Background: an optimization exercise with open tools, aiming at small area. Do not read the settings as production practice.
In this exercise RTL edits were held to simulation tests only and were not proved equivalent to the original.

--- flow/run.sh ---
#!/bin/bash
# synth_recipe.tcl (not shown) runs the flow's synth.tcl, then flattens the netlist and writes it again
# the make line also repeats each setting of config.mk as NAME=value (left out here)
make -C /OpenROAD-flow-scripts/flow DESIGN_CONFIG=/design/flow/config.mk WORK_HOME=/design/flow/orfs CLKGATE_MAP_FILE= SYNTH_SCRIPT=/design/flow/synth_recipe.tcl finish
--- flow/config.mk ---
export PLATFORM = sky130hd
export DESIGN_NAME = spi_screen
export DESIGN_NICKNAME = spi_screen
export VERILOG_FILES = /design/flow/design.v
export SDC_FILE = /design/flow/constraint.sdc
export NUM_CORES = 4
export LEC_CHECK = 0
export CAP_MARGIN = 20
export CORE_MARGIN = 2
export CORE_UTILIZATION = 40
export SLEW_MARGIN = 20
--- flow/constraint.sdc ---
create_clock -name core_clock -period 10.0 [get_ports {clk}]
set_input_delay 2.0000 -clock core_clock [delete_from_list [all_inputs] [get_ports {clk}]]
set_output_delay 2.0000 -clock core_clock [all_outputs]
set_load 0.01 [all_outputs]
--- flow/design.v ---
`timescale 1ps/1ps
module spi_screen(
	input clk,  
	input resetn,
	output lcd_resetn,
	output lcd_cs,
	output lcd_rs,
	output lcd_data
);
localparam MAX_CMDS = 69;
wire [8:0] init_cmd[MAX_CMDS:0];
assign init_cmd[ 0] = 9'h036;
assign init_cmd[ 1] = 9'h170;
assign init_cmd[ 2] = 9'h03A;
assign init_cmd[ 3] = 9'h105;
assign init_cmd[ 4] = 9'h0B2;
assign init_cmd[ 5] = 9'h10C;
assign init_cmd[ 6] = 9'h10C;
assign init_cmd[ 7] = 9'h100;
assign init_cmd[ 8] = 9'h133;
assign init_cmd[ 9] = 9'h133;
assign init_cmd[10] = 9'h0B7;
assign init_cmd[11] = 9'h135;
assign init_cmd[12] = 9'h0BB;
assign init_cmd[13] = 9'h119;
assign init_cmd[14] = 9'h0C0;
assign init_cmd[15] = 9'h12C;
assign init_cmd[16] = 9'h0C2;
assign init_cmd[17] = 9'h101;
assign init_cmd[18] = 9'h0C3;
assign init_cmd[19] = 9'h112;
assign init_cmd[20] = 9'h0C4;
assign init_cmd[21] = 9'h120;
assign init_cmd[22] = 9'h0C6;
assign init_cmd[23] = 9'h10F;
assign init_cmd[24] = 9'h0D0;
assign init_cmd[25] = 9'h1A4;
assign init_cmd[26] = 9'h1A1;
assign init_cmd[27] = 9'h0E0;
assign init_cmd[28] = 9'h1D0;
assign init_cmd[29] = 9'h104;
assign init_cmd[30] = 9'h10D;
assign init_cmd[31] = 9'h111;
assign init_cmd[32] = 9'h113;
assign init_cmd[33] = 9'h12B;
assign init_cmd[34] = 9'h13F;
assign init_cmd[35] = 9'h154;
assign init_cmd[36] = 9'h14C;
assign init_cmd[37] = 9'h118;
assign init_cmd[38] = 9'h10D;
assign init_cmd[39] = 9'h10B;
assign init_cmd[40] = 9'h11F;
assign init_cmd[41] = 9'h123;
assign init_cmd[42] = 9'h0E1;
assign init_cmd[43] = 9'h1D0;
assign init_cmd[44] = 9'h104;
assign init_cmd[45] = 9'h10C;
assign init_cmd[46] = 9'h111;
assign init_cmd[47] = 9'h113;
assign init_cmd[48] = 9'h12C;
assign init_cmd[49] = 9'h13F;
assign init_cmd[50] = 9'h144;
assign init_cmd[51] = 9'h151;
assign init_cmd[52] = 9'h12F;
assign init_cmd[53] = 9'h11F;
assign init_cmd[54] = 9'h11F;
assign init_cmd[55] = 9'h120;
assign init_cmd[56] = 9'h123;
assign init_cmd[57] = 9'h021;
assign init_cmd[58] = 9'h029;
assign init_cmd[59] = 9'h02A;  
assign init_cmd[60] = 9'h100;
assign init_cmd[61] = 9'h128;
assign init_cmd[62] = 9'h101;
assign init_cmd[63] = 9'h117;
assign init_cmd[64] = 9'h02B;  
assign init_cmd[65] = 9'h100;
assign init_cmd[66] = 9'h135;
assign init_cmd[67] = 9'h100;
assign init_cmd[68] = 9'h1BB;
assign init_cmd[69] = 9'h02C;  
localparam INIT_RESET   = 4'b0000;  
localparam INIT_PREPARE = 4'b0001;  
localparam INIT_WAKEUP  = 4'b0010;  
localparam INIT_SNOOZE  = 4'b0011;  
localparam INIT_WORKING = 4'b0100;  
localparam INIT_DONE    = 4'b0101;  
localparam CNT_100MS = 32'd27;
localparam CNT_120MS = 32'd32;
localparam CNT_200MS = 32'd54;
localparam SCREEN_WIDTH = 240;
localparam SCREEN_HEIGHT = 135;
localparam SCREEN_PIXEL_TOTAL = SCREEN_WIDTH * SCREEN_HEIGHT;
reg [ 3:0] init_state;
reg [ 6:0] cmd_index;
reg [31:0] clk_cnt;
reg [ 4:0] bit_loop;
reg [15:0] pixel_cnt;
reg lcd_cs_r;
reg lcd_rs_r;
reg lcd_reset_r;
reg [7:0] spi_data;
assign lcd_resetn = lcd_reset_r;
assign lcd_cs     = lcd_cs_r;
assign lcd_rs     = lcd_rs_r;
assign lcd_data   = spi_data[7];  
reg [15:0] pixel;
reg [7:0] coord_x;			 
reg [7:0] coord_y;			 
reg [4:0] r;
reg [5:0] g;
reg [4:0] b;
always@(posedge clk or negedge resetn) begin
	if (~resetn) begin
		clk_cnt <= 0;
		cmd_index <= 0;
		init_state <= INIT_RESET;
		lcd_cs_r <= 1;
		lcd_rs_r <= 1;
		lcd_reset_r <= 0;
		spi_data <= 8'hFF;
		bit_loop <= 0;
		pixel_cnt <= 0;
		coord_x <= 0;
		coord_y <= 0;
		pixel <= 16'h0000;
	end else begin
		case (init_state)
			INIT_RESET : begin
				if (clk_cnt == CNT_100MS) begin
					clk_cnt <= 0;
					init_state <= INIT_PREPARE;
					lcd_reset_r <= 1;
				end else begin
					clk_cnt <= clk_cnt + 1;
				end
			end
			INIT_PREPARE : begin
				if (clk_cnt == CNT_200MS) begin
					clk_cnt <= 0;
					init_state <= INIT_WAKEUP;
				end else begin
					clk_cnt <= clk_cnt + 1;
				end
			end
			INIT_WAKEUP : begin
				if (bit_loop == 0) begin
					lcd_cs_r <= 0;
					lcd_rs_r <= 0;
					spi_data <= 8'h11;  
					bit_loop <= bit_loop + 1;
				end else if (bit_loop == 8) begin
					lcd_cs_r <= 1;
					lcd_rs_r <= 1;
					bit_loop <= 0;
					init_state <= INIT_SNOOZE;
				end else begin
					spi_data <= { spi_data[6:0], 1'b1 };
					bit_loop <= bit_loop + 1;
				end
			end
			INIT_SNOOZE : begin
				if (clk_cnt == CNT_120MS) begin
					clk_cnt <= 0;
					init_state <= INIT_WORKING;
				end else begin
					clk_cnt <= clk_cnt + 1;
				end
			end
			INIT_WORKING : begin
				if (cmd_index == MAX_CMDS + 1) begin
					init_state <= INIT_DONE;
				end else begin
					if (bit_loop == 0) begin
						lcd_cs_r <= 0;
						lcd_rs_r <= init_cmd[cmd_index][8];
						spi_data <= init_cmd[cmd_index][7:0];
						bit_loop <= bit_loop + 1;
					end else if (bit_loop == 8) begin
						lcd_cs_r <= 1;
						lcd_rs_r <= 1;
						bit_loop <= 0;
						cmd_index <= cmd_index + 1;  
					end else begin
						spi_data <= { spi_data[6:0], 1'b1 };
						bit_loop <= bit_loop + 1;
					end
				end
			end
			INIT_DONE : begin
				if (pixel_cnt == 32400) begin
					;  
				end else begin
					if (pixel_cnt % SCREEN_WIDTH == 0) begin
						coord_y <= coord_y + 1;
						coord_x <= 0;   
					end else begin
						coord_x <= coord_x + 1;   
					end
					r = coord_x[7:3];
					g = coord_y[7:2];
					b = 5'h0;
					pixel <= { r, g, b };
					if (bit_loop == 0) begin
						lcd_cs_r <= 0;
						lcd_rs_r <= 1;
						spi_data <= pixel[15:8];
						bit_loop <= bit_loop + 1;
					end else if (bit_loop == 8) begin
						spi_data <= pixel[7:0];
						bit_loop <= bit_loop + 1;
					end else if (bit_loop == 16) begin
						lcd_cs_r <= 1;
						lcd_rs_r <= 1;
						bit_loop <= 0;
						pixel_cnt <= pixel_cnt + 1;  
					end else begin
						spi_data <= { spi_data[6:0], 1'b1 };
						bit_loop <= bit_loop + 1;
					end
				end
			end
		endcase
	end
end
endmodule
==> impl_metrics.tcl <==
set metrics [dict create \
    synth_top_cell_by_area "dfrtp_1" \
    antenna_found_initial 0 \
    grt_overflow_total 0 \
    area_growth_pct 5.71 \
    postSynthAreaPerCell_um2 8.12 \
    placement.io_buffers 5 \
    synth-xor-area-share_pct 7.43 \
    grt_pass1_vias 6181 \
    synthTopCellsByCount "nand2_1, dfrtp_1, nor2_1, o21ai_0, a21oi_1" \
    start_util_pct 41.1 \
    grt_max_degree 71 \
    first_pass_iters 6 \
    clk_pin_slew_ns 0.07 \
    hold_path.class "reg2reg" \
    hold_violations 0 \
    synth_nets 931 \
    first_iter_violations 669 \
    crit_path_end_kind "register" \
    layout-drive-gt1-share_pct 7.77 \
    gp_congestion 0.905 \
    met2_usage_pct 29.4 \
    yosysWarnings 1 \
    root_buffer "clkbuf_16" \
    fin_setup_tns_ns 0 \
    finalSetupViolCount 0 \
    min_path_cells 1 \
    min_period_over_period_pct 54.0 \
    p_total_mw 0.750 \
    status "finished clean" \
    placed_area_um2 7580 \
    vias 6721 \
    ys_types 92 \
    fp.dieArea_um2 19700 \
    cp.required_ns 10.23 \
    synth.most_common_cell "nand2_1" \
    antennaDiodeCount 0 \
    multi_input_area_um2 4590 \
    path_class "reg2reg" \
    synth_fa_ha_area_share_pct 2.36 \
    htreeDepth 3 \
    fmax_ghz 0.185 \
    coreArea_um2 18100 \
    synth_edf_count 0 \
    ys_ff_latch 101 \
    io_pins 6 \
    fin_skew_ns 0.00526 \
    use_met1_pct 25.7 \
    drc_errors 0 \
    synth_compound_area_share_pct 23.7 \
    ys_seq_area_share_pct 34.2 \
    wirelength_mm 18.1 \
    cts.sinks 101 \
    yosys.area_share.simple_pct 27.0 \
    grt_pass1_wl_mm 30.5 \
    synth_top_area_share_pct 30.6 \
    arrival_ns 5.64 \
    relSlewSlack_pct 36.3 \
    die_w_um 140 \
    rows 49 \
    synth_top_family_by_area "simple AND/OR/NAND/NOR gates" \
    post_cts_buffers 0 \
    ir_drop_mv 0.0790 \
    powerDensity_nw_per_um2 95.5 \
    clock_path_buffers 2 \
    netlist_area_um2 7430 \
    synth.mux.area_fraction_pct 1.33 \
    async_flop_share_pct 100 \
    ant_nets 0 \
    top_usage_layer "met2" \
    crit_fanout 14 \
    rsz0062_at_grt "no" \
    avgRoutedWirePerCell_um 16.2 \
    grt_use_total_pct 18.6 \
    fill_cells 1781 \
    synth.area.top_cells "dfrtp_1, nand2_1, xnor2_1, o21ai_0, a21oi_1" \
    numCtsBuffers 9 \
    final-seq-area_um2 2540 \
    ctsResizeCount 0 \
    routed_via_density 6.02 \
    clk_latency_ns 0.35 \
    finalCriticalPeriod_ns 5.40 \
    ff2ff_path_depth 18 \
    slew_viol_final 0 \
    gr-usage-met3_pct 3.35 \
    final_area_um2 7860 \
    syn_inst 915 \
    cts_tree "done" \
    postCtsHoldBufs 0 \
    synth_flop_cell "dfrtp_1" \
    startpoint_type "register" \
    place_hpwl_mm 12.6 \
    die_h_um 140 \
    leakage_nw 3.16 \
    fin_nets 899 \
    cap_violations 0 \
    tightest_slew_ns 0.952 \
]
## state kept, by name, indices dropped and copies added, names as in the netlist
name         count
cmd_index        7
pixel_cnt       16
pixel           11
lcd_rs_r         1
init_state       3
clk_cnt         32
coord_y          8
lcd_cs_r         1
spi_data         8
lcd_reset_r      1
bit_loop         5
coord_x          8
## through the flow
stage                     worst slack [ns]  hold WS (ns)  utilization [%]  instances
after floorplan                       5.43         0.441                -        915
after global placement                4.83         0.459             41.9       1101
after detailed placement              4.71         0.472             41.9       1101
after CTS                             4.67         0.486             43.4       1117
after global routing                  4.22         0.508             43.4       1117
final                                 4.60         0.477             43.4       1117
## layout by cell type, fill, tap and decap left out, drive strengths merged, types with 5 or more instances in the layout
cell | Yosys | final
a211oi | 9 | 9
ha | 14 | 14
xor2 | 21 | 21
nor3 | 32 | 32
o21ai | 70 | 70
xnor2 | 42 | 42
o211ai | 5 | 5
a21o | 6 | 6
buf | 14 | 5
nand4 | 18 | 18
o21a | 5 | 5
o22ai | 13 | 13
o21bai | 6 | 6
nor4 | 17 | 17
mux2 | 5 | 5
a31oi | 22 | 22
clkbuf | 38 | 13
or3 | 5 | 5
a21oi | 56 | 56
a32o | 5 | 5
o31ai | 10 | 10
nor2 | 73 | 73
inv | 21 | 22
nand2b | 14 | 14
and4 | 5 | 5
nand3 | 52 | 52
or2 | 8 | 8
dfrtp | 91 | 91
nand2 | 131 | 131
dfstp | 10 | 10
and3 | 14 | 14
nor2b | 9 | 9
## report_power, final
part	internal, mW	switching [mW]
clock	0.177	0.157
sequential	0.408	0
combinational	0.000498	0.00777
## per-layer routing
layer  routed length, um  up-vias
met5                   0        -
li1                    -     3277
met4                 431        0
met2                8210      234
met1                8580     3168
met3                 932       42
## cell families (layout without fill, tap and decap cells)
group                      Yosys count  count (layout)
and+or+nand+nor                    400             400
AOI/OAI and AO/OA                  253             253
DFF                                101             101
buffers and inverters               76              49
xor gates and xnor gates            63              63
adders and majority gates           14              14
muxes                                8               8
## final cells by class
cell class,count,share of cell area [%]
clock buffer,13,3.19
clock inverter,3,0.271
inverter,24,1.15
multi-input combinational,738,58.4
sequential,101,32.3
tap,229,3.65
timing repair buffer,9,0.988
## path summary, 6_finish.rpt
| kind | startpoint | end | slack (ns) |
|---|---|---|---|
| worst max-delay path | pixel_cnt[14] | coord_y[1] | 4.60 |
| worst min-delay path | clk_cnt[31] | clk_cnt[31] | 0.48 |
| worst max register to register | pixel_cnt[14] | coord_y[1] | 4.60 |
| worst min register to register | clk_cnt[31] | clk_cnt[31] | 0.48 |
| max in group asynchronous | resetn | pixel[14] | 7.18 |
| min in group asynchronous | resetn | clk_cnt[13] | 1.58 |
## critical path: stages, from the launching register on
cell and delay, ns:
dfrtp_1 0.64, nand3_4 0.17, inv_2 0.12, ha_1 0.32
nand4b_1 0.19, mux2i_4 0.23, nor2_1 0.12, a311o_1 0.42
nor3_2 0.35, o21a_1 0.36, nor2_1 0.11, nor4_1 0.40
o2111a_1 0.35, o32ai_4 0.11, and4_1 0.22, o31ai_1 0.29
and4b_1 0.40, o21ai_1 0.14, mux2_1 0.33

[what the ideal ports hide]
The flow's constraints put no driver on any port. The routed layout listed below was extracted and timed again, unchanged, in two steps. Step 1 (the two cells are an assumption about what drives the block):
set clk [get_ports {clk}]
set_driving_cell -lib_cell sky130_fd_sc_hd__clkbuf_16 $clk
set_driving_cell -lib_cell sky130_fd_sc_hd__buf_2 [delete_from_list [all_inputs] $clk]
Step 2 also shifts input and output timing later by t, the mid clock arrival at the registers, as if the neighbouring blocks saw the same clock. Slacks: no drivers / after step 1 / after step 2; pairs: no drivers / after step 1.
t (ns): 0.388
setup WS [ns]: 4.598 / 4.598 / 4.598
hold slack, ns: 0.477 / 0.477 / 0.477
clock arrival spread, ns: 0.006 / 0.005
After both steps setup and hold are still met in this run. The setup slack of this run moves by 0.000 ns with the drivers and by 0.000 ns with both steps.
